From an optimization exercise on the open Yosys and OpenROAD flow, aimed at small area and a short achievable clock period; shortcuts taken in it are not production practice. RTL that was checked went through simulation tests only; none was proved equivalent to the original. The RTL of run 2 was laid out without a check of its function. No activity file was given, so power comes from the tool's default toggle rates.

**flow/config.mk**
```make
export PLATFORM = sky130hd
export DESIGN_NAME = MIPS_Single_Cycle
export DESIGN_NICKNAME = MIPS_Single_Cycle
export VERILOG_FILES = /design/flow/design.v
export SDC_FILE = /design/flow/constraint.sdc
export NUM_CORES = 4
export LEC_CHECK = 0
export CAP_MARGIN = 20
export CORE_MARGIN = 2
export CORE_UTILIZATION = 40
export SLEW_MARGIN = 20
```
**flow/run.sh**
```bash
#!/bin/bash
# synth_recipe.tcl (not shown) runs the flow's synth.tcl, then flattens the netlist and writes it again
# the make line also repeats each setting of config.mk as NAME=value (left out here)
make -C /OpenROAD-flow-scripts/flow DESIGN_CONFIG=/design/flow/config.mk WORK_HOME=/design/flow/orfs CLKGATE_MAP_FILE= SYNTH_SCRIPT=/design/flow/synth_recipe.tcl finish
```
**flow/constraint.sdc**
```tcl
create_clock -name core_clock -period 5.0 [get_ports {clk}]
set_input_delay 1.0000 -clock core_clock [delete_from_list [all_inputs] [get_ports {clk}]]
set_output_delay 1.0000 -clock core_clock [all_outputs]
set_load 0.01 [all_outputs]
```
**flow/design.v**
```verilog
module ALU #(parameter WIDTH=32)
(		 
output reg 	[WIDTH -1: 0] 	y,
input		[WIDTH -1: 0]	a, b,
input		[2: 0]	select
);
always @ (*)
begin
y= 32'h00000000;
case (select)
3'b000:	y = a + b;
3'b001:	y = a - b;
3'b010:	y = a & b;
3'b011:  y = a | b;
3'b100:	y = a + (~b);
3'b101:	y= 32'h00000000;
3'b110:	y = a ^ b;
3'b111:	y = a & (~b);
default:		y = 32'h00000000;
endcase
end
endmodule
module Mux4to1
#(
	parameter WIDTH = 32
)
(
	input [WIDTH-1:0] data_1, data_3, data_4,
	input [1:0]	selector,
	output [WIDTH-1:0] data_o
);
reg [WIDTH-1:0] data;
localparam [WIDTH-1:0] constant = 32'h1;
always @(*)
begin
case (selector)
	2'b00: begin
	data = data_1;
	end
	2'b01: begin
	data = constant;
	end
	2'b10: begin
	data = data_3;
	end
	2'b11: begin
	data = data_4;
	end
endcase
end
assign data_o = data; 
endmodule
module Reg_Direct(
    input clk, reset,
    input [31:0] data_in,
    output reg [31:0] data_out
);
    always @(posedge clk or negedge reset) 
	 begin 
        if (!reset)
            data_out <= 32'h0;
        else
            data_out <= data_in;
    end
endmodule
module Reg_Enable(
    input clk, reset, enable,
    input [31:0] data_in,
    output reg [31:0] data_out
);
    always @(posedge clk or negedge reset) begin 
        if (!reset)
            data_out <= 32'h0;
        else if (enable) 
				data_out <= data_in;
    end
endmodule
module Reg_Double(
    input clk, reset,
    input  [31:0] data_A_in, data_B_in,
    output [31:0] data_A_out, data_B_out
);
    Reg_Direct RA(.clk(clk), .reset(reset), .data_in(data_A_in), .data_out(data_A_out));
    Reg_Direct RB(.clk(clk), .reset(reset), .data_in(data_B_in), .data_out(data_B_out));
endmodule
module Wrap_Reg_Double(
    input clk, reset,
    input  [31:0] data_A_in, data_B_in,
    output [31:0] data_A_out, data_B_out
);
    Reg_Double RD(.clk(clk), .reset(reset), .data_A_in(data_A_in), .data_A_out(data_A_out), .data_B_in(data_B_in), .data_B_out(data_B_out));   
endmodule
module ff_d(d, clk, reset, enable, q);
input [31:0] d;
input clk, reset, enable;
output reg [31:0] q;
	always @ (posedge clk or negedge reset) begin
		if (!reset) begin
			q <= 0;
		end
		else begin
			if (enable) begin
				q <= d;
			end
		end
	end
endmodule 
module encoder(
input [4:0] a,                                  
input en,                                        
output [31:0] enc );                         
wire [3:0] w;                                 
decoder2x4 x1(w,a[4:3],en);      
decoder3x8 x2(enc[7:0], a[2:0],w[0]);   
decoder3x8 x3(enc[15:8], a[2:0],w[1]);
decoder3x8 x4(enc[23:16], a[2:0],w[2]);
decoder3x8 x5(enc[31:24], a[2:0],w[3]);
endmodule
module decoder2x4(
output reg [3:0] enc,
input [1:0] a,
input en);
always @(a,en)                
if(en)
case(a)
2'b00: enc=4'b0001;     
2'b01: enc=4'b0010;
2'b10: enc=4'b0100;
2'b11: enc=4'b1000;
default: enc=0;
endcase
else enc=0;               
endmodule
module decoder3x8(
output reg [7:0] enc,
input [2:0] a,
input en);
always @(a,en)
if(en)
case(a)                                   
0: enc =8'b00000001;            
1: enc =8'b00000010;            
2: enc =8'b00000100;
3: enc =8'b00001000;
4: enc =8'b00010000;
5: enc =8'b00100000;
6: enc =8'b01000000;
7: enc =8'b10000000;
default: enc=0;
endcase
else enc=0;         
endmodule
module mux_32(I0,I1,I2,I3,I4,I5,I6,I7,I8,I9,I10,I11,I12,I13,I14,I15,I16,I17,I18,I19,I20,I21,I22,I23,I24,
				 I25,I26,I27,I28,I29,I30,I31, Sel, Data);
input [31:0] I0,I1,I2,I3,I4,I5,I6,I7,I8,I9,I10,I11,I12,I13,I14,I15,I16,I17,I18,I19,I20,I21,I22,I23,I24,
				 I25,I26,I27,I28,I29,I30,I31;
input [4:0] Sel;
output [31:0] Data;
reg [31:0] Data_out;
always @(*) begin 
case(Sel)
5'b00000: Data_out = I0;
5'b00001: Data_out = I1;
5'b00010: Data_out = I2;
5'b00011: Data_out = I3;
5'b00100: Data_out = I4;
5'b00101: Data_out = I5;
5'b00110: Data_out = I6;
5'b00111: Data_out = I7;
5'b01000: Data_out = I8;
5'b01001: Data_out = I9;
5'b01010: Data_out = I10;
5'b01011: Data_out = I11;
5'b01100: Data_out = I12;
5'b01101: Data_out = I13;
5'b01110: Data_out = I14;
5'b01111: Data_out = I15;
5'b10000: Data_out = I16;
5'b10001: Data_out = I17;
5'b10010: Data_out = I18;
5'b10011: Data_out = I19;
5'b10100: Data_out = I20;
5'b10101: Data_out = I21;
5'b10110: Data_out = I22;
5'b10111: Data_out = I23;
5'b11000: Data_out = I24;
5'b11001: Data_out = I25;
5'b11010: Data_out = I26;
5'b11011: Data_out = I27;
5'b11100: Data_out = I28;
5'b11101: Data_out = I29;
5'b11110: Data_out = I30;
5'b11111: Data_out = I31;
endcase 
end 
assign Data = Data_out;
endmodule 
module Register_File #(parameter N = 32)(
	input 		clk,
	input 		reset,
	input 		Reg_Write_i,
	input [4:0] Write_Register_i,
	input [4:0] Read_Register_1_i,
	input [4:0] Read_Register_2_i,
	input [N-1:0] Write_Data_i,
	output [N-1:0] Read_Data_1_o,
	output [N-1:0] Read_Data_2_o
	);
	localparam enb = 1'b1;
	wire [N-1:0] enc;
	wire [N-1:0] q0, q1, q2, q3, q4, q5, q6, q7, q8, q9, q10, q11, q12, q13, q14, q15, q16, q17, q18, q19, q20, q21, q22, q23, 
				    q24, q25, q26, q27, q28, q29, q30, q31;
	encoder E0 (.a(Write_Register_i),.en(enb),.enc(enc));
	assign q0 = {N{1'b0}};
	ff_d  R1(.d(Write_Data_i), .clk(clk), .reset(reset), .enable(enc[1]&Reg_Write_i),  .q(q1));
	ff_d  R2(.d(Write_Data_i), .clk(clk), .reset(reset), .enable(enc[2]&Reg_Write_i),  .q(q2));
	ff_d  R3(.d(Write_Data_i), .clk(clk), .reset(reset), .enable(enc[3]&Reg_Write_i),  .q(q3));
	ff_d  R4(.d(Write_Data_i), .clk(clk), .reset(reset), .enable(enc[4]&Reg_Write_i),  .q(q4));
	ff_d  R5(.d(Write_Data_i), .clk(clk), .reset(reset), .enable(enc[5]&Reg_Write_i),  .q(q5));
	ff_d  R6(.d(Write_Data_i), .clk(clk), .reset(reset), .enable(enc[6]&Reg_Write_i),  .q(q6));
	ff_d  R7(.d(Write_Data_i), .clk(clk), .reset(reset), .enable(enc[7]&Reg_Write_i),  .q(q7));
	ff_d  R8(.d(Write_Data_i), .clk(clk), .reset(reset), .enable(enc[8]&Reg_Write_i),  .q(q8));
	ff_d  R9(.d(Write_Data_i), .clk(clk), .reset(reset), .enable(enc[9]&Reg_Write_i),  .q(q9));
	ff_d R10(.d(Write_Data_i), .clk(clk), .reset(reset), .enable(enc[10]&Reg_Write_i), .q(q10));
	ff_d R11(.d(Write_Data_i), .clk(clk), .reset(reset), .enable(enc[11]&Reg_Write_i), .q(q11));
	ff_d R12(.d(Write_Data_i), .clk(clk), .reset(reset), .enable(enc[12]&Reg_Write_i), .q(q12));
	ff_d R13(.d(Write_Data_i), .clk(clk), .reset(reset), .enable(enc[13]&Reg_Write_i), .q(q13));
	ff_d R14(.d(Write_Data_i), .clk(clk), .reset(reset), .enable(enc[14]&Reg_Write_i), .q(q14));
	ff_d R15(.d(Write_Data_i), .clk(clk), .reset(reset), .enable(enc[15]&Reg_Write_i), .q(q15));
	ff_d R16(.d(Write_Data_i), .clk(clk), .reset(reset), .enable(enc[16]&Reg_Write_i), .q(q16));
	ff_d R17(.d(Write_Data_i), .clk(clk), .reset(reset), .enable(enc[17]&Reg_Write_i), .q(q17));
	ff_d R18(.d(Write_Data_i), .clk(clk), .reset(reset), .enable(enc[18]&Reg_Write_i), .q(q18));
	ff_d R19(.d(Write_Data_i), .clk(clk), .reset(reset), .enable(enc[19]&Reg_Write_i), .q(q19));
	ff_d R20(.d(Write_Data_i), .clk(clk), .reset(reset), .enable(enc[20]&Reg_Write_i), .q(q20));
	ff_d R21(.d(Write_Data_i), .clk(clk), .reset(reset), .enable(enc[21]&Reg_Write_i), .q(q21));
	ff_d R22(.d(Write_Data_i), .clk(clk), .reset(reset), .enable(enc[22]&Reg_Write_i), .q(q22));
	ff_d R23(.d(Write_Data_i), .clk(clk), .reset(reset), .enable(enc[23]&Reg_Write_i), .q(q23));
	ff_d R24(.d(Write_Data_i), .clk(clk), .reset(reset), .enable(enc[24]&Reg_Write_i), .q(q24));
	ff_d R25(.d(Write_Data_i), .clk(clk), .reset(reset), .enable(enc[25]&Reg_Write_i), .q(q25));
	ff_d R26(.d(Write_Data_i), .clk(clk), .reset(reset), .enable(enc[26]&Reg_Write_i), .q(q26));
	ff_d R27(.d(Write_Data_i), .clk(clk), .reset(reset), .enable(enc[27]&Reg_Write_i), .q(q27));
	ff_d R28(.d(Write_Data_i), .clk(clk), .reset(reset), .enable(enc[28]&Reg_Write_i), .q(q28));
	ff_d R29(.d(Write_Data_i), .clk(clk), .reset(reset), .enable(enc[29]&Reg_Write_i), .q(q29));
	ff_d R30(.d(Write_Data_i), .clk(clk), .reset(reset), .enable(enc[30]&Reg_Write_i), .q(q30));
	ff_d R31(.d(Write_Data_i), .clk(clk), .reset(reset), .enable(enc[31]&Reg_Write_i), .q(q31));
	mux_32 RD1(.I0(q0), .I1(q1), .I2(q2), .I3(q3), .I4(q4), .I5(q5), .I6(q6), .I7(q7), .I8(q8), .I9(q9), .I10(q10), .I11(q11),
	           .I12(q12), .I13(q13), .I14(q14), .I15(q15), .I16(q16), .I17(q17), .I18(q18), .I19(q19), .I20(q20), .I21(q21),
		   .I22(q22), .I23(q23), .I24(q24), .I25(q25), .I26(q26), .I27(q27), .I28(q28), .I29(q29), .I30(q30), .I31(q31),
		        .Sel(Read_Register_1_i), .Data(Read_Data_1_o));
	mux_32 RD2(.I0(q0), .I1(q1), .I2(q2), .I3(q3), .I4(q4), .I5(q5), .I6(q6), .I7(q7), .I8(q8), .I9(q9), .I10(q10), .I11(q11),
	           .I12(q12), .I13(q13), .I14(q14), .I15(q15), .I16(q16), .I17(q17), .I18(q18), .I19(q19), .I20(q20), .I21(q21),
		   .I22(q22), .I23(q23), .I24(q24), .I25(q25), .I26(q26), .I27(q27), .I28(q28), .I29(q29), .I30(q30), .I31(q31),
		        .Sel(Read_Register_2_i),.Data(Read_Data_2_o));
endmodule
module Wrap_Register_File #(parameter N = 32)(
	input 		clk,
	input 		reset,
	input 		Reg_Write_i,
	input [4:0] Write_Register_i,
	input [4:0] Read_Register_1_i,
	input [4:0] Read_Register_2_i,
	input [N-1:0] Write_Data_i,
	output [N-1:0] Read_Data_1_o,
	output [N-1:0] Read_Data_2_o
	);
	Register_File #(.N(N)) RF (.clk(clk), .reset(reset), .Reg_Write_i(Reg_Write_i), .Write_Register_i(Write_Register_i), .Read_Register_1_i(Read_Register_1_i), .Read_Register_2_i(Read_Register_2_i), .Write_Data_i(Write_Data_i), .Read_Data_1_o(Read_Data_1_o), .Read_Data_2_o(Read_Data_2_o));
endmodule
module Sign_Extend
(
	input [15:0] SE_I,
	output wire [31:0] SE_O
);
assign	SE_O = {{16{SE_I[15]}},SE_I};
endmodule
module muxselect #(parameter WIDTH = 32)(
output [WIDTH-1:0] O,
input [WIDTH-1:0] S0, S1,
input I);
assign O=(I) ? S1:S0;
endmodule
module MIPS_Single_Cycle
#(	
	parameter DATA_WIDTH 	= 32
)
(
	input clk,
	input reset,
	input PCWrite, IorD, IRWrite, MemtoReg, RegWrite, ALUSrcA, CUS,
	input [1:0] ALUSrcB,
	input [3:0] ALUControl,
	input PCSrc,
	input  [31:0] mem_rdata,
	output [31:0] mem_addr,
	output [31:0] mem_wdata
	);
	wire [31:0] PCW_i, PCW_O, ALUOut, ADR, MS_O, RI_O, RD_O, WD3_W, RD1_W, RD2_W, 
	SignImm_W, A_W, B_W, SrcA_W, SrcB_W, ALUResult;
	wire [4:0] A1, A2, A3;
	Reg_Enable PCReg (.clk(clk), .reset(reset), .enable(PCWrite), .data_in(PCW_i), .data_out(PCW_O));
	muxselect #(.WIDTH(32)) IorDMux (.S0(PCW_O), .S1(ALUOut), .I(IorD), .O(ADR));
	assign mem_addr  = ADR;
	assign mem_wdata = B_W;
	assign MS_O      = mem_rdata;
	Reg_Enable InstrReg (.clk(clk), .reset(reset), .enable(IRWrite), .data_in(MS_O), .data_out(RI_O));
	Reg_Direct DataReg (.clk(clk), .reset(reset), .data_in(MS_O), .data_out(RD_O));
	assign A1 = RI_O[25:21];
	assign A2 = RI_O[20:16];
	muxselect #(.WIDTH(5)) RegDataMux (.S0(RI_O[20:16]), .S1(RI_O[15:11]), .I(CUS), .O(A3));
	muxselect #(.WIDTH(32)) MemtoRegDMux (.S0(RD_O), .S1(ALUOut), .I(MemtoReg), .O(WD3_W));
	Wrap_Register_File #(.N(DATA_WIDTH)) RF (.clk(clk), .reset(reset), .Reg_Write_i(RegWrite),.Write_Register_i(A3), .Read_Register_1_i(A1), .Read_Register_2_i(A2),	.Write_Data_i(WD3_W), .Read_Data_1_o(RD1_W), .Read_Data_2_o(RD2_W));
	Sign_Extend SE (.SE_I(RI_O [15:0]), .SE_O(SignImm_W));
	Wrap_Reg_Double RD (.clk(clk), .reset(reset), .data_A_in(RD1_W), .data_A_out(A_W), .data_B_in(RD2_W), .data_B_out(B_W));   
	muxselect #(.WIDTH(32)) ALUSrc_A (.S0(A_W), .S1(PCW_O), .I(ALUSrcA), .O(SrcA_W));
	Mux4to1 #(.WIDTH(DATA_WIDTH)) ALUSrc_B (.data_1(B_W), .data_3(SignImm_W), .data_4({SignImm_W[29:0], 2'b00}), .selector(ALUSrcB), .data_o(SrcB_W));
	ALU #(.WIDTH(DATA_WIDTH)) Alu (.a(SrcA_W), .b(SrcB_W), .select(ALUControl[2:0]), .y(ALUResult));
	Reg_Direct AluOut (.clk(clk), .reset(reset), .data_in(ALUResult), .data_out(ALUOut));
	muxselect #(.WIDTH(32)) ALUOUT (.S0(ALUResult), .S1(ALUOut), .I(PCSrc), .O(PCW_i));
endmodule
```
==> results of run 1 <==
==> worst max path at each step <==
stage,from,to,slack (ns),cells after the start
floorplan,ALUSrcB[0],PCReg.data_out[20]$_DFFE_PN0P_,0.03,17
global placement,ALUSrcB[0],PCReg.data_out[29]$_DFFE_PN0P_,-1.12,20
detailed placement,ALUSrcB[0],PCReg.data_out[29]$_DFFE_PN0P_,-1.16,19
CTS,ALUSrcB[0],PCReg.data_out[30]$_DFFE_PN0P_,0.02,22
global route,ALUSrcB[0],PCReg.data_out[20]$_DFFE_PN0P_,0.07,18
finish,ALUSrcB[0],PCReg.data_out[20]$_DFFE_PN0P_,0.25,18
==> timing repair <==
action                     4_1_cts  5_1_grt
gates cloned                     0        0
pin swaps                        2       16
setup endpoints to repair       18       20
resized for setup               15       17
setup buffers                    0        7
==> worst reg2reg max path, cell delays in order (launching register included) <==
cell and delay (ns):
dfrtp_1 0.44, mux2_2 0.28, a22o_1 0.22, or2_4 0.25, or4_4 0.54, nor4_4 0.34
nor2_1 0.10, xnor2_1 0.14, ha_1 0.29, and3_4 0.19, a221o_1 0.39, a221oi_4 0.36
o211ai_1 0.20, a31oi_1 0.23, xor2_1 0.19, a21oi_2 0.08, a221o_1 0.33
==> final cells by class <==
cell class,instances,area [um^2],share of cell area
antenna,16,40.04,0.0005867
clock buffer,159,3475,0.05091
clock inverter,68,794.5,0.01164
inverter,63,236.5,0.003465
multi-input combinational,4323,26490,0.3882
sequential,1178,29480,0.4319
tap,1890,2365,0.03465
timing repair buffer,553,5368,0.07865
==> where the power goes <==
group | internal (uW) | switching (uW)
logic | 4790 | 6500
clock network | 5620 | 4230
registers | 13800 | 4390
total | 24200 | 15100
==> routing by layer <==
| metal | global-route usage | wire length, um |
|---|---|---|
| met5 | 0.006283 | 285 |
| met4 | 0.2363 | 23600 |
| met3 | 0.1873 | 49480 |
| met2 | 0.5474 | 117000 |
| met1 | 0.4836 | 101900 |
==> through the flow <==
stage	TNS, ns	cells
CTS	0	8218
global placement	-28.99	7986
finish	0	8250
detailed placement	-29.43	7991
floorplan	0	6121
global route	0	8234
==> cell usage in the layout, fill, tap and decap left out, types with 16 or more instances in the layout <==
master           synthesis  layout
dfrtp_1               1178    1178
a21oi_1                942     936
nor2_1                 977     889
a22oi_1                594     594
buf_4                    0     372
nand2_1                312     306
o21ai_0                269     268
a22o_1                 165     165
a221oi_1               155     154
nand3_1                151     150
clkbuf_16                0     125
nand4_1                104     104
clkdlybuf4s50_1          0     100
nor2_4                   1      87
mux2_2                  73      73
a222oi_1                65      65
ha_1                    64      64
inv_1                   63      63
buf_12                   0      59
or4_1                   48      47
mux2i_1                 78      46
xnor2_1                 36      36
nand2b_1                32      32
or3_1                   30      30
clkinv_2                 0      24
clkbuf_8                 0      24
mux2i_2                  0      21
a21o_1                  20      20
clkinvlp_4               0      19
a31oi_1                 17      17
diode_2                  0      16
==> cells in the mapped netlist (65+ instances only) <==
library cell | count | area, um^2
a222oi_1 | 65 | 650.6
nor2_1 | 977 | 3667
a21oi_1 | 942 | 4715
mux2i_1 | 78 | 780.8
o21ai_0 | 269 | 1346
a22o_1 | 165 | 1445
a22oi_1 | 594 | 4459
nand4_1 | 104 | 650.6
dfrtp_1 | 1178 | 29480
nand3_1 | 151 | 755.7
clkbuf_1 | 521 | 1956
mux2_2 | 73 | 822.0
a221oi_1 | 155 | 1358
nand2_1 | 312 | 1171
==> logic make-up (layout without fill, tap and decap cells) <==
group,count (synthesis),in the layout,synth area share
xor gates and xnor gates,51,51,0.007801
adders and majority gates,65,65,0.01433
DFF,1178,1178,0.5148
other,0,16,0
AOI/OAI and AO/OA,2321,2321,0.2621
buffers and inverters,620,843,0.04097
and+or+nand+nor,1731,1731,0.1312
muxes,155,155,0.02878
==> reports/qor.yml, run 1 <==
yosys_most_used_dff: "dfrtp_1"
clock_pin_slew_on_the_worst_setup_and_hold_paths_ns: 0.06
worst-slew-pin-transition_ns: 1.357
fillerInstances: 13210
critical_path.startpoint_type: "primary input"
max_freq_mhz: 210.5
run_status: "timing/DRC/antenna clean"
critPathMostFrequentCell: "a221o_1"
worstSkewPairLatency_ns: 0.80
io_buffers: 110
p_per_area_nw_per_um2: 576.7
power_leakage_uw: 0.02880
finalCoreUtilization: 0.4814
synth-warning-count: 8
worst-path-buf-inv: 2
path_class: "in -> reg"
antenna_violating_nets_post_route: 0
drt_drc_violations_left: 0
grt_antenna_before_repair: 19
worst_path_dominant_cell_family: "compound AO/OA/AOI/OAI gates"
regToRegEndpoint: "PCReg.data_out[20]$_DFFE_PN0P_"
crit_path_cell_trace: "dlymetal6s2s_1 > buf_6 > mux2_2 > a22o_1 > or2_4 > or4_4 > nor4_4 > nor2_1 > xnor2_1 > ha_1 > and3_4 > a221o_1 > a221oi_4 > o211ai_1 > a31oi_1 > xor2_1 > a21oi_2 > a221o_1"
finish.net_count: 6353
crit-reg2reg-launch: "InstrReg.data_out[6]$_DFFE_PN0P_"
dp_hpwl_um: 175000
layout_cells_sized_above_1: 0.1422
ctsHtreeMaxLevel: 3
clock-root-buffer: "clkbuf_16"
post_drt_wl_per_cell_um: 35.44
vias_per_cell: 6.944
worstHoldPathType: "in -> async"
finalCriticalPeriod_ns: 4.750
ir_drop_mv: 0.3162
tritoncts_num_sinks: 1178
layout_setup_ws_ns: 0.2501
timing.final.crit_share: 0.9500
drt-initial-drc-count: 10000
first_global_vias: 53420
tritoncts_clock_tree: "built"
ff2ff_setup_slack_ns: 0.30
fp.dieH_um: 382.4
drt_first_pass_iters: 13
postSynthRegisterBits: 1178
synth_fp_nets: 6234
power.total_uw: 39360
io_pins: 112
end_kind: "flop"
final-max-slew-violation-count: 0
grt_remaining_overflow: 0
synth_cell_type_count: 69
finClkSkew_ns: 0.03975
asyncSetResetFlopFracSynth: 1.000
timing.final.hold_violations: 0
netlist_area_um2: 57260
count_of_flip_flops_with_a_built_in_enable_after_synthesis: 0
rd_place_congestion: 0.9903
core.rowCount: 138
critPathSlowestCell: "or4_4"
rsz_0062_raised_after_global_routing: "no"
worstPathArrival_ns: 5.42
floorplan.die.width_um: 382.4
global_route_wire_length_before_repair_um: 407400
setup_violations: 0
fp.dieArea_um2: 146200
max_cap_violations: 0
final_cell_area_um2: 68250
hold_buffers: 0
cts-buffers-inserted: 121
critPathRequiredTime_ns: 5.67
effective_utilization_at_floorplan: 0.4039
placed_cell_area_um2: 63520
holdWs_ns: 0.2889
routed_wl_um: 292300
gr-usage-all-layers: 0.3908
placeableCoreArea_um2: 141800
via_count: 57290
clk_path_buf_depth: 3
critical_path.max_stage_delay_ns: 0.54
rr_worst_depth: 16
max_slew_margin: 0.09308
synthesis.instances: 6121
syn2layout_area_growth_pct: 19.19
largest_net_degree_at_the_start_of_global_routing: 131
synth_area_per_cell_um2: 9.355
timing.critical_path.fanout_max: 5
seq_area_frac_synth: 0.5148
pre_cts_ws_ns: -1.163
==> inputs of run 2 (changes only) <==
--- a/flow/design.v
+++ b/flow/design.v
@@ -1,24 +1,84 @@
-module ALU #(parameter WIDTH=32)
-(		 
-output reg 	[WIDTH -1: 0] 	y,
-input		[WIDTH -1: 0]	a, b,
-input		[2: 0]	select
+module alu_opnd (
+	input  [31:0] A, PC, B, SE,
+	input         srca,
+	input  [1:0]  srcb,
+	input         binv,
+	output [31:0] sa,
+	output [31:0] bx
 );
-always @ (*)
-begin
-y= 32'h00000000;
-case (select)
-3'b000:	y = a + b;
-3'b001:	y = a - b;
-3'b010:	y = a & b;
-3'b011:  y = a | b;
-3'b100:	y = a + (~b);
-3'b101:	y= 32'h00000000;
-3'b110:	y = a ^ b;
-3'b111:	y = a & (~b);
-default:		y = 32'h00000000;
-endcase
-end
+	reg [31:0] sb;
+	always @(*) begin
+		case (srcb)
+			2'b00: sb = B;
+			2'b01: sb = 32'h1;
+			2'b10: sb = SE;
+			2'b11: sb = {SE[29:0], 2'b00};
+		endcase
+	end
+	assign sa = srca ? PC : A;
+	assign bx = sb ^ {32{binv}};
+endmodule
+module alu_xnor (
+	input  [31:0] a, b,
+	output [31:0] pn
+);
+	assign pn = ~(a ^ b);
+endmodule
+module alu_gen (
+	input  [31:0] a, b,
+	input         cin,
+	output [31:0] gn
+);
+	assign gn[31:1] = ~(a[31:1] & b[31:1]);
+	assign gn[0]    = ~((a[0] & b[0]) | ((a[0] | b[0]) & cin));
+endmodule
+module ks_n2p #(parameter D = 1) (
+	input  [31:0] gn, pn,
+	output [31:0] g, p
+);
+	genvar i;
+	generate
+		for (i = 0; i < 32; i = i + 1) begin : b
+			if (i >= D) begin : c
+				assign g[i] = ~(gn[i] & (pn[i] | gn[i-D]));
+			end else begin : t
+				assign g[i] = ~gn[i];
+			end
+			if (i >= 2*D) begin : pp
+				assign p[i] = ~(pn[i] | pn[i-D]);
+			end else begin : pz
+				assign p[i] = 1'b0;
+			end
+		end
+	endgenerate
+endmodule
+module ks_p2n #(parameter D = 2) (
+	input  [31:0] g, p,
+	output [31:0] gn, pn
+);
+	genvar i;
+	generate
+		for (i = 0; i < 32; i = i + 1) begin : b
+			if (i >= D) begin : c
+				assign gn[i] = ~(g[i] | (p[i] & g[i-D]));
+			end else begin : t
+				assign gn[i] = ~g[i];
+			end
+			if (i >= 2*D) begin : pp
+				assign pn[i] = ~(p[i] & p[i-D]);
+			end else begin : pz
+				assign pn[i] = 1'b1;
+			end
+		end
+	endgenerate
+endmodule
+module alu_tail (
+	input  [31:0] c,
+	input  [31:0] r0, r1, q0, q1,
+	output [31:0] r, q
+);
+	assign r = (r1 & c) | (r0 & ~c);
+	assign q = (q1 & c) | (q0 & ~c);
 endmodule
 module Mux4to1
 #(
@@ -279,7 +339,7 @@
 assign O=(I) ? S1:S0;
 endmodule
 module MIPS_Single_Cycle
-#(	
+#(
 	parameter DATA_WIDTH 	= 32
 )
 (
@@ -293,26 +353,99 @@
 	output [31:0] mem_addr,
 	output [31:0] mem_wdata
 	);
-	wire [31:0] PCW_i, PCW_O, ALUOut, ADR, MS_O, RI_O, RD_O, WD3_W, RD1_W, RD2_W, 
-	SignImm_W, A_W, B_W, SrcA_W, SrcB_W, ALUResult;
-	wire [4:0] A1, A2, A3;
-	Reg_Enable PCReg (.clk(clk), .reset(reset), .enable(PCWrite), .data_in(PCW_i), .data_out(PCW_O));
-	muxselect #(.WIDTH(32)) IorDMux (.S0(PCW_O), .S1(ALUOut), .I(IorD), .O(ADR));
-	assign mem_addr  = ADR;
-	assign mem_wdata = B_W;
-	assign MS_O      = mem_rdata;
-	Reg_Enable InstrReg (.clk(clk), .reset(reset), .enable(IRWrite), .data_in(MS_O), .data_out(RI_O));
-	Reg_Direct DataReg (.clk(clk), .reset(reset), .data_in(MS_O), .data_out(RD_O));
-	assign A1 = RI_O[25:21];
-	assign A2 = RI_O[20:16];
-	muxselect #(.WIDTH(5)) RegDataMux (.S0(RI_O[20:16]), .S1(RI_O[15:11]), .I(CUS), .O(A3));
-	muxselect #(.WIDTH(32)) MemtoRegDMux (.S0(RD_O), .S1(ALUOut), .I(MemtoReg), .O(WD3_W));
-	Wrap_Register_File #(.N(DATA_WIDTH)) RF (.clk(clk), .reset(reset), .Reg_Write_i(RegWrite),.Write_Register_i(A3), .Read_Register_1_i(A1), .Read_Register_2_i(A2),	.Write_Data_i(WD3_W), .Read_Data_1_o(RD1_W), .Read_Data_2_o(RD2_W));
-	Sign_Extend SE (.SE_I(RI_O [15:0]), .SE_O(SignImm_W));
-	Wrap_Reg_Double RD (.clk(clk), .reset(reset), .data_A_in(RD1_W), .data_A_out(A_W), .data_B_in(RD2_W), .data_B_out(B_W));   
-	muxselect #(.WIDTH(32)) ALUSrc_A (.S0(A_W), .S1(PCW_O), .I(ALUSrcA), .O(SrcA_W));
-	Mux4to1 #(.WIDTH(DATA_WIDTH)) ALUSrc_B (.data_1(B_W), .data_3(SignImm_W), .data_4({SignImm_W[29:0], 2'b00}), .selector(ALUSrcB), .data_o(SrcB_W));
-	ALU #(.WIDTH(DATA_WIDTH)) Alu (.a(SrcA_W), .b(SrcB_W), .select(ALUControl[2:0]), .y(ALUResult));
-	Reg_Direct AluOut (.clk(clk), .reset(reset), .data_in(ALUResult), .data_out(ALUOut));
-	muxselect #(.WIDTH(32)) ALUOUT (.S0(ALUResult), .S1(ALUOut), .I(PCSrc), .O(PCW_i));
+	reg [31:0] PC, IR, MDR, A, B, ALUOut;
+	reg [32*32-1:32] rf;
+	reg [31:1]      rf_valid;
+	wire [4:0]  ra1 = IR[25:21];
+	wire [4:0]  ra2 = IR[20:16];
+	wire [4:0]  wa  = CUS ? IR[15:11] : IR[20:16];
+	wire [31:0] wd  = MemtoReg ? ALUOut : MDR;
+	reg  [31:1] we, sel1, sel2;
+	wire [31:0] rd1, rd2;
+	integer i;
+	always @(*) begin
+		for (i = 1; i < 32; i = i + 1) begin
+			we[i]   = RegWrite & (wa == i);
+			sel1[i] = rf_valid[i] & (ra1 == i);
+			sel2[i] = rf_valid[i] & (ra2 == i);
+		end
+	end
+	rf_read u_rd1 (.q(rf), .sel(sel1), .d(rd1));
+	rf_read u_rd2 (.q(rf), .sel(sel2), .d(rd2));
+	reg [32*32-1:32] rf_next;
+	always @(*) begin
+		for (i = 1; i < 32; i = i + 1)
+			rf_next[i*32 +: 32] = (wd & {32{we[i]}}) | (rf[i*32 +: 32] & {32{~we[i]}});
+	end
+	always @(posedge clk)
+		rf <= rf_next;
+	always @(posedge clk or negedge reset) begin
+		if (!reset)
+			rf_valid <= 31'h0;
+		else
+			rf_valid <= rf_valid | we;
+	end
+	wire [31:0] SignImm = {{16{IR[15]}}, IR[15:0]};
+	wire [2:0]  op    = ALUControl[2:0];
+	wire        binv  = (op == 3'b001) | (op == 3'b100) | (op == 3'b111);
+	wire        cin   = (op == 3'b001);
+	wire        s_sum = (op == 3'b000) | (op == 3'b001) | (op == 3'b100);
+	wire        s_g   = (op == 3'b010) | (op == 3'b111) | (op == 3'b011);
+	wire        s_p   = (op == 3'b110) | (op == 3'b011);
+	wire [31:0] sa, bx, pn, gn;
+	alu_opnd u_opnd (.A(A), .PC(PC), .B(B), .SE(SignImm), .srca(ALUSrcA),
+	                 .srcb(ALUSrcB), .binv(binv), .sa(sa), .bx(bx));
+	alu_xnor u_xnor (.a(sa), .b(bx), .pn(pn));
+	alu_gen  u_gen  (.a(sa), .b(bx), .cin(cin), .gn(gn));
+	wire [31:0] g1, p1, g2n, p2n, g3, p3, g4n, p4n, g5, p5;
+	ks_n2p #(.D(1))  u_l1 (.gn(gn),  .pn(pn),  .g(g1),  .p(p1));
+	ks_p2n #(.D(2))  u_l2 (.g(g1),   .p(p1),   .gn(g2n), .pn(p2n));
+	ks_n2p #(.D(4))  u_l3 (.gn(g2n), .pn(p2n), .g(g3),  .p(p3));
+	ks_p2n #(.D(8))  u_l4 (.g(g3),   .p(p3),   .gn(g4n), .pn(p4n));
+	ks_n2p #(.D(16)) u_l5 (.gn(g4n), .pn(p4n), .g(g5),  .p(p5));
+	wire [31:0] carry = {g5[30:0], cin};
+	wire [31:0] p = ~pn;
+	wire [31:0] g = {~gn[31:1], sa[0] & bx[0]};
+	wire [31:0] r_lo = (g & {32{s_g}}) | (p & {32{s_p}});
+	wire [31:0] r_c0 = r_lo | (p & {32{s_sum}});
+	wire [31:0] r_c1 = r_lo | (pn & {32{s_sum}});
+	wire        pc_alu  = PCWrite & ~PCSrc;
+	wire        pc_out  = PCWrite & PCSrc;
+	wire [31:0] pc_hold = (ALUOut & {32{pc_out}}) | (PC & {32{~pc_out}});
+	wire [31:0] pc_c0   = (r_c0 & {32{pc_alu}}) | (pc_hold & {32{~pc_alu}});
+	wire [31:0] pc_c1   = (r_c1 & {32{pc_alu}}) | (pc_hold & {32{~pc_alu}});
+	wire [31:0] ALUResult, pc_next;
+	alu_tail u_tail (.c(carry), .r0(r_c0), .r1(r_c1), .q0(pc_c0), .q1(pc_c1),
+	                 .r(ALUResult), .q(pc_next));
+	always @(posedge clk or negedge reset) begin
+		if (!reset) begin
+			PC     <= 32'h0;
+			IR     <= 32'h0;
+			MDR    <= 32'h0;
+			A      <= 32'h0;
+			B      <= 32'h0;
+			ALUOut <= 32'h0;
+		end else begin
+			PC     <= pc_next;
+			if (IRWrite) IR <= mem_rdata;
+			MDR    <= mem_rdata;
+			A      <= rd1;
+			B      <= rd2;
+			ALUOut <= ALUResult;
+		end
+	end
+	assign mem_addr  = IorD ? ALUOut : PC;
+	assign mem_wdata = B;
+endmodule
+module rf_read (
+	input  [32*32-1:32] q,
+	input  [31:1]       sel,
+	output reg [31:0]   d
+);
+	integer i;
+	always @(*) begin
+		d = 32'h0;
+		for (i = 1; i < 32; i = i + 1)
+			d = d | (q[i*32 +: 32] & {32{sel[i]}});
+	end
 endmodule
--- a/flow/config.mk
+++ b/flow/config.mk
@@ -8,4 +8,6 @@
 export CAP_MARGIN = 20
 export CORE_MARGIN = 2
 export CORE_UTILIZATION = 40
+export SETUP_SLACK_MARGIN = 2.2
 export SLEW_MARGIN = 20
+export SYNTH_HIERARCHICAL = 1
==> run 2 against run 1 <==
Still clean on timing, DRC and antenna. Setup slack improved by 1.7 ns. Count of clock-buffer cells in the layout up 15. Worst hold slack improved by 0.032 ns. Combinational power is 36% lower. Global-route usage decreased by 10 points.
==> reports/qor.yml, run 2 <==
run_status: "timing/DRC/antenna clean"
tritoncts_clock_tree: "built"
drt-initial-drc-count: 6406
synth_area_per_cell_um2: 14.03
critPathMostFrequentCell: "buf_12"
path_class: "in -> reg"
first_global_vias: 38260
dp_hpwl_um: 124500
power_leakage_uw: 0.02264
setup_violations: 0
power.share.switching: 0.3101
max_freq_mhz: 327.0
critical_path.max_stage_delay_ns: 0.33
fp.dieH_um: 372.5
core.rowCount: 135
worstHoldPathType: "in -> async"
routed_wl_um: 206100
layout_cells_sized_above_1: 0.2621
effective_utilization_at_floorplan: 0.4019
drt_drc_violations_left: 0
floorplan.die.width_um: 372.5
p_per_area_nw_per_um2: 453.1
final-max-slew-violation-count: 0
worst-path-buf-inv: 6
io_buffers: 110
syn2layout_area_growth_pct: 20.66
ctsHtreeMaxLevel: 4
fp.dieArea_um2: 138700
grt_remaining_overflow: 0
finClkSkew_ns: 0.03361
internal-power_uw: 20490
timing.critical_path.fanout_max: 6
fin_setup_tns_ns: 0
clock-root-buffer: "clkbuf_16"
tritoncts_num_sinks: 1209
worstSkewPairLatency_ns: 0.78
max_cap_violations: 0
synth-warning-count: 9
drt_first_pass_iters: 10
finish.net_count: 4102
stdcell_count: 5949
synth_fp_nets: 3918
worst-slew-pin-transition_ns: 0.9970
netlist_area_um2: 54310
clock_pin_slew_on_the_worst_setup_and_hold_paths_ns: 0.06
clk_path_buf_depth: 3
largest_net_degree_at_the_start_of_global_routing: 113
placeableCoreArea_um2: 135100
clock_power_share: 0.326
io_pins: 112
critical_path.startpoint_type: "primary input"
final_common_cell: "edfxtp_1"
post_drt_wl_per_cell_um: 34.64
worst_path_dominant_cell_family: "buffers and inverters"
timing.final.hold_violations: 0
vias_per_cell: 6.826
synthesis.instances: 3870
fraction_of_power_consumed_by_combinational_cells: 0.245
worstPathArrival_ns: 3.69
gr-usage-all-layers: 0.2898
critPathRequiredTime_ns: 5.64
mostFrequentLayoutCells: "992 x edfxtp_1, 763 x a22oi_1, 198 x dfrtp_1, 159 x nand3_1, 139 x buf_4"
ir_drop_mv: 0.3593
power_frac_seq: 0.429
placedCellCount: 5627
cts-buffers-inserted: 133
via_count: 40610
rsz_0062_raised_after_global_routing: "yes"
finalCriticalPeriod_ns: 3.058
max_slew_margin: 0.3353
antenna_violating_nets_post_route: 0
global_route_wire_length_before_repair_um: 283600
critPathSlowestCell: "mux2_4"
rd_place_congestion: 0.9332
crit_path_cell_trace: "buf_12 > buf_12 > nand2b_4 > nand3_4 > o21ai_4 > buf_12 > buf_12 > buf_16 > xor2_4 > xnor2_4 > nor2_4 > buf_12 > nand2_4 > o21ai_4 > a21oi_4 > o21ai_4 > mux2_4"
p_sw_uw: 9207
timing.final.crit_share: 0.6117
grt_antenna_before_repair: 19
end_kind: "flop"
[run 2: changes by cell type in the layout (fill, tap and decap cells not counted), moves of 233 or more]
cell and delta:
a21oi_1 -898, buf_4 -233, dfrtp_1 -980, edfxtp_1 +992
nand2_1 -268, nor2_1 -870, o21ai_0 -264
[run 2: cell type report]
| cell class | count | area [um^2] |
|---|---|---|
| Clock inverter | 65 | 600.6 |
| Tap cell | 1781 | 2228 |
| Clock buffer | 174 | 3627 |
| Antenna cell | 10 | 25.02 |
| Sequential cell | 1209 | 35250 |
| Fill cell | 11570 | 69600 |
| Timing Repair Buffer | 317 | 3349 |
| Multi-Input combinational cell | 2358 | 20320 |
| Inverter | 35 | 133.9 |
[run 2: per-layer routing]
layer  vias up  GRT usage  wire, um
li1      16420          -         -
met1     20810     0.3958     80530
met2      2827     0.4287     89260
met3       544    0.09092     27190
met4        14     0.1167      8991
met5         -          0        99
[run 2: path summary, 6_finish.rpt]
check | from | to | slack [ns] | cells after the start
worst max register to register | IR[15]$_DFFE_PN0P_ | PC[26]$_DFF_PN0_ | 1.99 | 12
min in group core_clock | rf_valid[15]$_DFF_PN0_ | rf_valid[15]$_DFF_PN0_ | 0.47 | 1
max in group asynchronous | reset | B[0]$_DFF_PN0_ | 3.60 | 2
worst min-delay path | reset | PC[27]$_DFF_PN0_ | 0.32 | 1
worst max-delay path | ALUControl[1] | PC[25]$_DFF_PN0_ | 1.94 | 17
worst min register to register | rf_valid[15]$_DFF_PN0_ | rf_valid[15]$_DFF_PN0_ | 0.47 | 1
[run 2: repair_timing]
item / 4_1_cts / 5_1_grt
pin swaps: 65 / 39
gates cloned: 7 / 0
buffers inserted: 42 / 24
endpoints found under the setup margin: 1134 / 129
resized for setup: 394 / 188
hold buffers: 0 / 0
[run 2: worst register-to-register path, stage by stage (launching register included)]
cell     delay [ns]
dfrtp_4        0.52
buf_4          0.25
mux2i_1        0.11
o21ai_1        0.30
xor2_4         0.25
xnor2_4        0.15
buf_4          0.17
nor2_4         0.15
nand2_2        0.10
nor2_4         0.14
nand2_2        0.09
o21ai_4        0.28
mux2_2         0.38
[run 2: metrics by stage]
| stage | hold WS [ns] | setup WS [ns] | util | cell area, um^2 | total power, uW |
|---|---|---|---|---|---|
| 2_1_floorplan | 0.4393 | 1.568 | - | 55520 | 16320 |
| 3_3_place_gp | 0.4532 | 0.6341 | 0.4346 | 58720 | 18820 |
| 3_5_place_dp | 0.4573 | 0.6509 | 0.4346 | 58720 | 18910 |
| 4_1_cts | 0.3240 | 2.086 | 0.4778 | 64570 | 29140 |
| 5_1_grt | 0.3571 | 1.927 | 0.4848 | 65510 | 30530 |
| 6_report | 0.3206 | 1.942 | 0.4850 | 65530 | 29690 |
[run 2: power groups by stage]
stage,clock (uW),sequential [uW],combinational (uW)
after floorplan,0,12600,3680
after CTS,9760,12700,6660
after global routing,10100,12800,7590
after detailed placement,0,12900,6000
after global placement,0,12900,5930
final,9690,12700,7270
==> inputs of run 3 (changes only) <==
--- a/flow/design.v
+++ b/flow/design.v
@@ -1,8 +1,24 @@
+module alu_ctl (
+	input  [2:0] op,
+	output       binv, cin, s_sum, s_g, s_p
+);
+	assign binv  = (op[0] & ~op[1]) | (op[2] & ~op[1]) | (op[2] & op[0]);
+	assign cin   = op[0] & ~op[2];
+	assign s_sum = (op == 3'b000) | (op == 3'b001) | (op == 3'b100);
+	assign s_g   = (op == 3'b010) | (op == 3'b111) | (op == 3'b011);
+	assign s_p   = (op == 3'b110) | (op == 3'b011);
+endmodule
+module alu_binv (
+	input  [2:0] op,
+	output       binv
+);
+	assign binv = (op[0] & ~op[1]) | (op[2] & ~op[1]) | (op[2] & op[0]);
+endmodule
 module alu_opnd (
 	input  [31:0] A, PC, B, SE,
 	input         srca,
 	input  [1:0]  srcb,
-	input         binv,
+	input  [31:0] binv,
 	output [31:0] sa,
 	output [31:0] bx
 );
@@ -16,7 +32,7 @@
 		endcase
 	end
 	assign sa = srca ? PC : A;
-	assign bx = sb ^ {32{binv}};
+	assign bx = sb ^ binv;
 endmodule
 module alu_xnor (
 	input  [31:0] a, b,
@@ -72,13 +88,38 @@
 		end
 	endgenerate
 endmodule
+module nand_vv (
+	input  [31:0] a, b,
+	output [31:0] y
+);
+	assign y = ~(a & b);
+endmodule
+module nand_vs (
+	input  [31:0] a,
+	input         s,
+	output [31:0] y
+);
+	assign y = ~(a & {32{s}});
+endmodule
+module inv_v (
+	input  [31:0] a,
+	output [31:0] y
+);
+	assign y = ~a;
+endmodule
 module alu_tail (
 	input  [31:0] c,
 	input  [31:0] r0, r1, q0, q1,
 	output [31:0] r, q
 );
-	assign r = (r1 & c) | (r0 & ~c);
-	assign q = (q1 & c) | (q0 & ~c);
+	wire [31:0] cn, r1n, r0n, q1n, q0n;
+	inv_v   u_cn (.a(c), .y(cn));
+	nand_vv u_r1 (.a(r1), .b(c),  .y(r1n));
+	nand_vv u_r0 (.a(r0), .b(cn), .y(r0n));
+	nand_vv u_r  (.a(r1n), .b(r0n), .y(r));
+	nand_vv u_q1 (.a(q1), .b(c),  .y(q1n));
+	nand_vv u_q0 (.a(q0), .b(cn), .y(q0n));
+	nand_vv u_q  (.a(q1n), .b(q0n), .y(q));
 endmodule
 module Mux4to1
 #(
@@ -386,15 +427,20 @@
 			rf_valid <= rf_valid | we;
 	end
 	wire [31:0] SignImm = {{16{IR[15]}}, IR[15:0]};
-	wire [2:0]  op    = ALUControl[2:0];
-	wire        binv  = (op == 3'b001) | (op == 3'b100) | (op == 3'b111);
-	wire        cin   = (op == 3'b001);
-	wire        s_sum = (op == 3'b000) | (op == 3'b001) | (op == 3'b100);
-	wire        s_g   = (op == 3'b010) | (op == 3'b111) | (op == 3'b011);
-	wire        s_p   = (op == 3'b110) | (op == 3'b011);
+	wire [3:0] binv_q;
+	wire       binv, cin, s_sum, s_g, s_p;
+	alu_ctl u_ctl (.op(ALUControl[2:0]), .binv(binv), .cin(cin),
+	               .s_sum(s_sum), .s_g(s_g), .s_p(s_p));
+	genvar gq;
+	generate
+		for (gq = 0; gq < 4; gq = gq + 1) begin : bq
+			alu_binv u (.op(ALUControl[2:0]), .binv(binv_q[gq]));
+		end
+	endgenerate
+	wire [31:0] binv_v = {{8{binv_q[3]}}, {8{binv_q[2]}}, {8{binv_q[1]}}, {8{binv_q[0]}}};
 	wire [31:0] sa, bx, pn, gn;
 	alu_opnd u_opnd (.A(A), .PC(PC), .B(B), .SE(SignImm), .srca(ALUSrcA),
-	                 .srcb(ALUSrcB), .binv(binv), .sa(sa), .bx(bx));
+	                 .srcb(ALUSrcB), .binv(binv_v), .sa(sa), .bx(bx));
 	alu_xnor u_xnor (.a(sa), .b(bx), .pn(pn));
 	alu_gen  u_gen  (.a(sa), .b(bx), .cin(cin), .gn(gn));
 	wire [31:0] g1, p1, g2n, p2n, g3, p3, g4n, p4n, g5, p5;
@@ -434,18 +480,52 @@
 			ALUOut <= ALUResult;
 		end
 	end
-	assign mem_addr  = IorD ? ALUOut : PC;
+	wire [31:0] addr_o, addr_p;
+	wire        iord_n = ~IorD;
+	nand_vs u_am_o (.a(ALUOut), .s(IorD),   .y(addr_o));
+	nand_vs u_am_p (.a(PC),     .s(iord_n), .y(addr_p));
+	nand_vv u_am   (.a(addr_o), .b(addr_p), .y(mem_addr));
 	assign mem_wdata = B;
 endmodule
 module rf_read (
 	input  [32*32-1:32] q,
 	input  [31:1]       sel,
-	output reg [31:0]   d
+	output [31:0]       d
 );
-	integer i;
+	wire [32*11-1:0] yn;
+	genvar k;
+	generate
+		for (k = 0; k < 10; k = k + 1) begin : grp
+			rd_grp3 u (.q0(q[(3*k+1)*32 +: 32]), .q1(q[(3*k+2)*32 +: 32]),
+			           .q2(q[(3*k+3)*32 +: 32]), .s0(sel[3*k+1]),
+			           .s1(sel[3*k+2]), .s2(sel[3*k+3]), .yn(yn[k*32 +: 32]));
+		end
+	endgenerate
+	rd_one u_31 (.q(q[31*32 +: 32]), .s(sel[31]), .yn(yn[10*32 +: 32]));
+	rd_or11 u_or (.yn(yn), .d(d));
+endmodule
+module rd_grp3 (
+	input  [31:0] q0, q1, q2,
+	input         s0, s1, s2,
+	output [31:0] yn
+);
+	assign yn = ~((q0 & {32{s0}}) | (q1 & {32{s1}}) | (q2 & {32{s2}}));
+endmodule
+module rd_one (
+	input  [31:0] q,
+	input         s,
+	output [31:0] yn
+);
+	assign yn = ~(q & {32{s}});
+endmodule
+module rd_or11 (
+	input  [32*11-1:0] yn,
+	output reg [31:0]  d
+);
+	integer k;
 	always @(*) begin
 		d = 32'h0;
-		for (i = 1; i < 32; i = i + 1)
-			d = d | (q[i*32 +: 32] & {32{sel[i]}});
+		for (k = 0; k < 11; k = k + 1)
+			d = d | ~yn[k*32 +: 32];
 	end
 endmodule
--- a/flow/config.mk
+++ b/flow/config.mk
@@ -8,6 +8,6 @@
 export CAP_MARGIN = 20
 export CORE_MARGIN = 2
 export CORE_UTILIZATION = 40
-export SETUP_SLACK_MARGIN = 2.2
+export SETUP_SLACK_MARGIN = 2.4
 export SLEW_MARGIN = 20
 export SYNTH_HIERARCHICAL = 1
==> run 3 against run 2 <==
Still clean on timing, DRC and antenna. Sequential cell count unchanged. Clock power decreased by 7.7%. Die area shrank 1.3%. Synthesized area fell by 1.3%. Highest routed layer unchanged. Largest cell class unchanged. Non-clock buffer count increased by 101.
==> reports/qor.yml, run 3 <==
tritoncts_num_sinks: 1209
max_cap_violations: 0
ctsHtreeMaxLevel: 3
via_count: 41870
timing.final.hold_violations: 0
fin_setup_tns_ns: 0
run_status: "timing/DRC/antenna clean"
synthesis.instances: 3833
fp.dieH_um: 370.1
mostFrequentLayoutCells: "992 x edfxtp_1, 640 x a222oi_1, 357 x nand2_1, 193 x dfrtp_1, 151 x buf_4"
worstHoldPathType: "in -> async"
global_route_wire_length_before_repair_um: 277500
syn2layout_area_growth_pct: 23.60
io_pins: 112
rsz_0062_raised_after_global_routing: "yes"
layout_cells_sized_above_1: 0.2772
worst-slew-pin-transition_ns: 1.219
synth_area_per_cell_um2: 13.99
post_drt_wl_per_cell_um: 35.82
power_leakage_uw: 0.02372
finish.net_count: 4159
fp.dieArea_um2: 137000
end_kind: "output port"
netlist_area_um2: 53610
critPathSlowestCell: "buf_12"
ir_drop_mv: 0.3096
tritoncts_clock_tree: "built"
vias_per_cell: 6.992
critical_path.startpoint_type: "primary input"
timing.final.crit_share: 0.5707
floorplan.die.width_um: 370.1
clk_path_buf_depth: 3
grt_antenna_before_repair: 12
setup_violations: 0
gr-usage-all-layers: 0.2823
synth_fp_nets: 3881
timing.critical_path.fanout_max: 5
finalCriticalPeriod_ns: 2.854
worst-path-buf-inv: 6
rd_place_congestion: 0.9219
critical_path.max_stage_delay_ns: 0.15
largest_net_degree_at_the_start_of_global_routing: 109
crit_path_cell_trace: "buf_8 > clkinvlp_4 > buf_12 > buf_12 > buf_16 > nand2_4 > nand2_4 > buf_6"
critical_path.startpoint: "IorD"
max_slew_margin: 0.1873
drt_drc_violations_left: 0
placed_cell_area_um2: 56480
drt-initial-drc-count: 9705
grt_remaining_overflow: 0
worstPathArrival_ns: 1.85
effective_utilization_at_floorplan: 0.4022
drt_first_pass_iters: 14
core.rowCount: 134
critPathRequiredTime_ns: 4.00
path_class: "in -> out"
finClkSkew_ns: 0.03793
crit-reg2reg-launch: "IR[18]$_DFFE_PN0P_"
clock_pin_slew_on_the_worst_setup_and_hold_paths_ns: 0.07
synth-warning-count: 9
worstSkewPairLatency_ns: 0.77
first_global_vias: 39090
cts-buffers-inserted: 119
p_per_area_nw_per_um2: 455.2
worst_path_dominant_cell_family: "buffers and inverters"
clock-root-buffer: "clkbuf_16"
power.total_uw: 30160
final-max-slew-violation-count: 0
max_freq_mhz: 350.4
routed_wl_um: 214500
io_buffers: 110
final_common_cell: "edfxtp_1"
dp_hpwl_um: 116800
antenna_violating_nets_post_route: 0
final_cell_area_um2: 66260
placeableCoreArea_um2: 133300
## run 3: cell count changes in the layout (fill, tap and decap cells not counted), moves of 42 or more
cell and delta:
nor2b_1 -61, o21ai_0 +124, a22oi_1 -763, a221oi_2 -62, mux2_2 -57, nand2_4 +47, nand2_1 +319, inv_1 +46
nand2b_1 +61, nand3_1 -77, buf_6 +42, a22o_1 -64, a222oi_1 +576
## run 3: cell type report
cell class	instances	area, um^2
fill	11190	67030
sequential	1209	35250
multi-input combinational	2261	19400
timing repair buffer	418	5169
clock buffer	157	3182
tap	1768	2212
clock inverter	67	638.1
inverter	102	391.6
antenna	6	15.01
## run 3: per-layer routing
| layer | wire [um] | track usage | part of all wire |
|---|---|---|---|
| met5 | 13 | 0 | 0.000061 |
| met1 | 72710 | 0.3565 | 0.34 |
| met4 | 14670 | 0.1493 | 0.068 |
| met3 | 30560 | 0.07574 | 0.14 |
| met2 | 96520 | 0.4444 | 0.45 |
## run 3: path summary, 6_finish.rpt
kind                                          endpoint  slack (ns)  cells past startpoint
worst max-delay path                      mem_addr[29]        2.15                      8
worst min-delay path               ALUOut[0]$_DFF_PN0_        0.28                      1
worst max register to register          B[3]$_DFF_PN0_        2.20                      6
worst min register to register  rf_valid[30]$_DFF_PN0_        0.49                      2
max in group asynchronous           IR[20]$_DFFE_PN0P_        3.75                      2
min in group core_clock         rf_valid[30]$_DFF_PN0_        0.49                      2
## run 3: per-stage QoR
step                setup slack, ns  instances  hold WS, ns  utilization
floorplan                     2.028       3833       0.4416            -
global placement             0.8586       5554       0.4541       0.4237
detailed placement           0.8052       5554       0.4631       0.4237
CTS                           2.144       5851       0.3405       0.4701
global route                  2.118       5982       0.3491       0.4970
finish                        2.146       5988       0.2758       0.4971
## run 3: repair_timing
item,4_1_cts,5_1_grt
setup endpoints to repair,1175,480
hold buffers,0,0
setup buffers,61,101
gates resized for setup,594,491
pin swaps,112,273
cloned,12,29
## run 3: power breakdown
part | internal (uW) | switching, uW | total [uW]
logic | 3130 | 5450 | 8580
registers | 12100 | 566 | 12600
clock network | 4910 | 4030 | 8940
total | 20100 | 10000 | 30200
## run 3: worst register-to-register path, cell delays in order (launching register included)
cell and delay [ns]:
dfrtp_2 0.53, and2b_4 0.28, and3_4 0.19, buf_12 0.14, a222oi_1 0.40, nand4_1 0.50, or3_4 0.60
==> inputs of run 4 (changes only) <==
--- a/flow/config.mk
+++ b/flow/config.mk
@@ -8,6 +8,10 @@
 export CAP_MARGIN = 20
 export CORE_MARGIN = 2
 export CORE_UTILIZATION = 40
+export CTS_BUF_LIST = sky130_fd_sc_hd__clkbuf_16
+export CTS_CLUSTER_DIAMETER = 65
+export CTS_CLUSTER_SIZE = 28
 export SETUP_SLACK_MARGIN = 2.4
 export SLEW_MARGIN = 20
 export SYNTH_HIERARCHICAL = 1
+export TNS_END_PERCENT = 5
==> run 4 against run 3 <==
Still clean on timing, DRC and antenna. Die area stayed put. Routed wire length down 4.5%. Utilization down 2.8 points. Setup slack got worse by 0.14 ns. Via count is 3.5% lower. Count of clock-buffer cells in the layout fell by 79. Total power is 10% lower. Global-route usage down 1.2 points. Sequential power about the same. Sequential cell count unchanged.
==> reports/qor.yml, run 4 <==
run_status: "timing/DRC/antenna clean"
syn2layout_area_growth_pct: 16.64
worst_path_dominant_cell_family: "simple AND/OR/NAND/NOR gates"
regToRegEndpoint: "B[2]$_DFF_PN0_"
hold_buffers: 0
max_cap_violations: 0
gr-usage-all-layers: 0.2704
fp.dieArea_um2: 137000
effective_utilization_at_floorplan: 0.4022
fin_setup_tns_ns: 0
power_leakage_uw: 0.02217
timing.final.hold_violations: 0
critPathSlowestCell: "and3_2"
synth_area_per_cell_um2: 13.99
critical_path.max_stage_delay_ns: 0.76
drt_first_pass_iters: 13
final_common_cell: "edfxtp_1"
p_per_area_nw_per_um2: 432.8
finClkSkew_ns: 0.06348
clk_path_buf_depth: 3
placeableCoreArea_um2: 133300
crit_path_cell_trace: "buf_12 > buf_4 > nor3b_4 > and3_2 > a222oi_1 > nand4_1 > or3_1"
stdcell_count: 5843
critical_path.startpoint_type: "flop"
io_pins: 112
max_freq_mhz: 333.8
grt_remaining_overflow: 0
layout_cells_sized_above_1: 0.2084
setup_violations: 0
final-max-slew-violation-count: 0
layout_setup_ws_ns: 2.005
critPathRequiredTime_ns: 5.59
mostFrequentLayoutCells: "992 x edfxtp_1, 640 x a222oi_1, 403 x nand2_1, 203 x dfrtp_1, 130 x o21ai_0"
largest_net_degree_at_the_start_of_global_routing: 100
rsz_0062_raised_after_global_routing: "yes"
placedCellCount: 5563
drt-initial-drc-count: 8901
finish.net_count: 4050
ctsHtreeMaxLevel: 3
ir_drop_mv: 0.2805
via_count: 40420
end_kind: "flop"
worstSkewPairLatency_ns: 0.72
synthesis.instances: 3833
crit-reg2reg-launch: "IR[17]$_DFFE_PN0P_"
first_global_vias: 37570
dp_hpwl_um: 116400
pre_cts_ws_ns: 0.6531
synth_fp_nets: 3881
timing.final.crit_share: 0.5991
global_route_wire_length_before_repair_um: 267500
routed_wl_um: 204900
tritoncts_num_sinks: 1209
fp.dieH_um: 370.1
rr_worst_depth: 7
rd_place_congestion: 0.9713
drt_drc_violations_left: 0
cts-buffers-inserted: 77
max_slew_margin: 0.2367
clock_pin_slew_on_the_worst_setup_and_hold_paths_ns: 0.09
ff2ff_setup_slack_ns: 2.00
path_class: "reg -> reg"
worstPathArrival_ns: 3.58
clock-root-buffer: "clkbuf_16"
timing.critical_path.fanout_max: 16
core.rowCount: 134
worst-slew-pin-transition_ns: 1.145
antenna_violating_nets_post_route: 0
finalCriticalPeriod_ns: 2.995
netlist_area_um2: 53610
post_drt_wl_per_cell_um: 35.06
synth-warning-count: 9
worst-path-buf-inv: 2
grt_antenna_before_repair: 12
io_buffers: 110
floorplan.die.width_um: 370.1
vias_per_cell: 6.918
tritoncts_clock_tree: "built"
worstHoldPathType: "in -> async"
## run 4: repair_timing
| action | CTS | global route |
|---|---|---|
| endpoints found under the setup margin | 1198 | 1147 |
| pin swaps | 95 | 103 |
| gates resized for setup | 549 | 184 |
| setup buffers | 51 | 46 |
| gates cloned | 4 | 27 |
## run 4: area by class of cell
type	count	area, um^2
clock inverter	63	789.5
fill	11610	70760
clock buffer	78	1952
antenna	11	27.53
multi-input combinational	2271	18120
tap	1768	2212
inverter	102	386.6
timing repair buffer	341	3799
sequential	1209	35240
## run 4: power by group
part	leakage [uW]	total [uW]	internal (uW)	switching, uW
clock network	0.00135	7230	3280	3950
logic	0.00928	7250	2480	4770
registers	0.0115	12600	12100	535
## run 4: metal layers
metal / vias up / GRT usage / wire length, um
met5: - / 0 / 16
met4: 2 / 0.1121 / 11340
met3: 544 / 0.06811 / 26880
met2: 3136 / 0.4448 / 97160
met1: 20320 / 0.3400 / 69480
li1: 16420 / - / -
## run 4: how the worst max path moves through the flow
| stage | startpoint | end | cells after the start |
|---|---|---|---|
| floorplan | CUS | flop | 4 |
| global placement | ALUControl[2] | ALUOut[19]$_DFF_PN0_ | 12 |
| detailed placement | ALUControl[2] | ALUOut[31]$_DFF_PN0_ | 12 |
| CTS | IorD | mem_addr[21] | 8 |
| global route | IR[23]$_DFFE_PN0P_ | A[11]$_DFF_PN0_ | 8 |
| finish | IR[17]$_DFFE_PN0P_ | B[2]$_DFF_PN0_ | 7 |
## run 4: worst reg2reg max path, stage by stage (launching register included)
cell and delay [ns]:
dfrtp_2 0.43, buf_12 0.14, buf_4 0.15, nor3b_4 0.65, and3_2 0.78, a222oi_1 0.21
nand4_1 0.32, or3_1 0.24
## run 4: stage by stage
step | cell area (um^2) | util | total power, uW | hold WS [ns]
final | 62530 | 0.4691 | 27060 | 0.3042
after floorplan | 54060 | - | 16070 | 0.4416
after global placement | 56140 | 0.4211 | 18480 | 0.4593
after global routing | 62500 | 0.4689 | 27920 | 0.3527
after CTS | 61040 | 0.4580 | 26670 | 0.3042
after detailed placement | 56140 | 0.4212 | 18550 | 0.4674

-- port drivers added, routing unchanged --
No port has a modelled driver above. Below, the same layouts with a new extraction and two added sets of constraints. Step 1 (the two cells are an assumption about what drives the block):
set clk [get_ports {clk}]
set_driving_cell -lib_cell sky130_fd_sc_hd__clkbuf_16 $clk
set_driving_cell -lib_cell sky130_fd_sc_hd__buf_2 [delete_from_list [all_inputs] $clk]
Step 2 also shifts input and output timing later by t, the mid clock arrival at the registers, as if the neighbouring blocks saw the same clock. a / b / c = ideal / step 1 / step 2; a / b = the first two.
run	t, ns	slack for setup (ns)	slew at the worst register clock pin (ns)	worst data-port slew with drivers (ns)	pins driven straight from the clock port
run 1	0.871	0.250 / 0.302 / -0.556	0.07 / 0.07	0.11	1
run 2	0.842	1.942 / 1.910 / 1.121	0.06 / 0.06	0.25	1
run 3	0.833	2.146 / 2.092 / 1.432	0.07 / 0.07	0.21	1
run 4	0.772	2.005 / 2.005 / 1.519	0.11 / 0.11	0.16	1
With both steps, setup timing fails in run 1, where it was met with ideal ports. The setup slack of run 2, which loses most, moves by -0.032 ns with the drivers and by -0.821 ns with both steps.
